Context: an optimization exercise on an open-source flow, tuned for small area, a short achievable clock period and few clock cycles. The choices shown serve that exercise and are no tape-out recipe.
Power and IR drop assume default switching activity.

## is_prime
module is_prime
#(
    parameter WIDTH = 32
) (
    input clk,
    input rst_n,
    input valid_i,
    output ready_i,
    input [WIDTH-1:0] number,
    output reg result,
    output valid_o,
    input ready_o
);
    localparam K  = 2;           
    localparam NC = 17;          
    localparam M  = K * NC;      
    localparam W  = 34;          
    localparam S_IDLE  = 0,
               S_CLASS = 1,
               S_SETUP = 2,      
               S_EXP   = 3,      
               S_MUL   = 4,      
               S_CONV  = 5,      
               S_DBL   = 6,      
               S_CHK   = 7,      
               S_DONE  = 8,
               S_HORN  = 9;      
    localparam NS = 10;
    localparam [1:0] OP_SQR  = 2'd0,     
                     OP_SQRC = 2'd1,     
                     OP_CHK  = 2'd3;     
    reg [NS-1:0] st;
    reg [1:0]   op;
    reg [31:0]  n;
    reg [33:0]  x;           
    reg [32:0]  ar;          
    reg [W-1:0] sr, cr;      
    reg         ci;
    reg [K-1:0] ab;          
    reg [5:0]   cnt;
    reg [4:0]   e;           
    reg [4:0]   spos;        
    reg [1:0]   base;        
    reg [1:0]   r3;
    reg [2:0]   r5, r7;
    reg [3:0]   r11, r13;
    reg [4:0]   r17, r19, r23;
    assign ready_i = st[S_IDLE];
    assign valid_o = st[S_DONE];
    wire nbit = n[e];
    wire at_s = (e == spos);
    wire any_zero = (r3 == 0) | (r5 == 0) | (r7 == 0) | (r11 == 0) |
  ...
clock: 5.0 ns
lec_check: 0
abc_clock_period_in_ps: 2200
cap_margin: 20
core_margin: 2
core_utilization: 40
setup_slack_margin: 2.0
slew_margin: 20
run.sh (not shown) runs the stock make flow with config.mk's settings and CLKGATE_MAP_FILE= SYNTH_SCRIPT=/design/flow/synth_recipe.tcl, a recipe that flattens the netlist after the stock synthesis.
The starting point passed the timing, DRC and antenna checks.
Change:
ABC_CLOCK_PERIOD_IN_PS = 3000   (was 2200)
SETUP_SLACK_MARGIN = 1.7   (was 2.0)
Result: The changed run finished with timing, DRC and antenna clean. Wire length falls by 2.1%. Global-route usage fell by 0.77 points. Die area does not change.
No functional check of the RTL was part of any run of this note.

01-16:
Another version of the RTL of is_prime (not shown whole).
Size: ~1800 cells after synthesis, roughly 240 flip-flops, about 39 I/O pins, roughly 17000 um^2 of cells after synthesis.
clock: 5.0 ns
lec_check: 0
abc_clock_period_in_ps: 3000
cap_margin: 20
core_margin: 2
core_utilization: 60
setup_slack_margin: 1.7
slew_margin: 20
## Diff of input files: 04-10 against 01-16
- changing CORE_UTILIZATION from 60 to 40
Notes after the runs:
- 04-10: height of the die 22% above 01-16
- 04-10 vs. 01-16: routed wire length went down 190 um; clock latency on the worst-skew pair rose by 0.02 ns.
- 04-10 vs. 01-16: relative area of clock buffers and inverters in the final design picked up an extra 0.46 points; clock-buffer cell count fell 6.
- Looking at critical path's slowest cell, the sky130_fd_sc_hd__a211o_4 result is from 01-16; the sky130_fd_sc_hd__or4_4 one comes from 04-10.
- Per the comparison of 04-10 with 01-16, area of the placeable core moved up, met3 usage moved down, hold slack level, setup slack moved up.
Function was not checked in any run of this note: the RTL went through the layout flow alone.

Setup of try-ember:
Another version of the RTL of is_prime (not shown whole).
Size: about 230 flip-flops, about 39 I/O pins.
==> flow/config.mk <==
export PLATFORM = sky130hd
export DESIGN_NAME = is_prime
export DESIGN_NICKNAME = is_prime
export VERILOG_FILES = /design/flow/design.v
export SDC_FILE = /design/flow/constraint.sdc
export NUM_CORES = 4
export LEC_CHECK = 0
export ABC_CLOCK_PERIOD_IN_PS = 2000
export CAP_MARGIN = 20
export CORE_MARGIN = 2
export CORE_UTILIZATION = 40
export SETUP_SLACK_MARGIN = 2.5
export SLEW_MARGIN = 20
==> flow/constraint.sdc <==
create_clock -name core_clock -period 5.0 [get_ports {clk}]
set_input_delay 1.0000 -clock core_clock [delete_from_list [all_inputs] [get_ports {clk}]]
set_output_delay 1.0000 -clock core_clock [all_outputs]
set_load 0.01 [all_outputs]
try-ember: no failed stages, no open violations at the end
[inputs] try-maple vs try-ember
# try-ember
export LEC_CHECK = 0
export ABC_CLOCK_PERIOD_IN_PS = 2000
export CAP_MARGIN = 20
export CORE_MARGIN = 2
export CORE_UTILIZATION = 40
export SETUP_SLACK_MARGIN = 2.5
export SLEW_MARGIN = 20
create_clock -name core_clock -period 5.0 [get_ports {clk}]
# try-maple
export LEC_CHECK = 0
export ABC_CLOCK_PERIOD_IN_PS = 3000
export CAP_MARGIN = 20
export CORE_MARGIN = 2
export CORE_UTILIZATION = 40
export SETUP_SLACK_MARGIN = 1.7
export SLEW_MARGIN = 20
create_clock -name core_clock -period 5.0 [get_ports {clk}]
--- outcome ---
- Per the comparison of try-maple with try-ember, cell area saw a decrease, signed area change from the synthesized netlist to the final layout went down 9.3 points, fraction of the cycle the final worst path needs -1.9 points, met1 usage went down by 0.70 points.
- Delta (try-maple minus try-ember): power decreased 1.2 mW, combinational cell fraction of total power decreased 2.3 points, transition time of the tightest slew-check pin decreased 24 ps.
- Of the two values seen for most common cell after layout, fill and taps aside, sky130_fd_sc_hd__inv_1 was produced by try-maple and sky130_fd_sc_hd__nor2_1 by try-ember.
- The sequential share of power of try-maple exceeds that of try-ember by 1.1 points.
--- input diff try-maple..try-pepper ---
# try-maple
export LEC_CHECK = 0
export ABC_CLOCK_PERIOD_IN_PS = 3000
export CAP_MARGIN = 20
export CORE_MARGIN = 2
export CORE_UTILIZATION = 40
export SETUP_SLACK_MARGIN = 1.7
export SLEW_MARGIN = 20
create_clock -name core_clock -period 5.0 [get_ports {clk}]
# try-pepper
export LEC_CHECK = 0
export CAP_MARGIN = 20
export CORE_MARGIN = 2
export CORE_UTILIZATION = 40
export SLEW_MARGIN = 20
create_clock -name core_clock -period 5.0 [get_ports {clk}]
Results
Across both runs, number of multi-input logic gates was lower for try-pepper than for try-maple. Diff try-maple -> try-pepper: transition at the pin with the smallest max-transition slack now smaller; clock tree buffer count of the final layout went down 3; weighted congestion at the end of routability-driven global placement went down; worst setup slack shows a reduction of 930 ps. Start point of the critical path: st[5] -> try-pepper, x[0] -> try-maple.
Function was not checked in any run of this note: the RTL went through the layout flow alone.

## static timing again, ports no longer ideal
The flow's constraints put no driver on any port. The routed layouts listed below were extracted and timed again, unchanged, in two steps. Step 1 assumes that a clkbuf_16 drives the clock port and a buf_2 every other input. Step 2, shift: input delay + t, output delay - t, t = (earliest + latest rising clock arrival at the registers) / 2. This alone moves slack from input paths to output paths. a / b / c = ideal / step 1 / step 2; a / b = the first two.
run	t (ns)	setup WS [ns]	worst setup path at the end
the first run of note 1	0.643	1.035 / 1.035 / 1.035	register to register
the second run of note 1	0.638	1.017 / 1.017 / 1.017	register to register
01-16	0.606	1.434 / 1.434 / 1.434	register to register
04-10	0.632	1.439 / 1.439 / 1.439	register to register
try-ember	0.640	1.057 / 1.057 / 1.057	register to register
try-maple	0.633	1.153 / 1.154 / 1.154	register to register
try-pepper	0.631	0.224 / 0.224 / 0.224	register to register
After both steps every run listed still meets setup and hold.
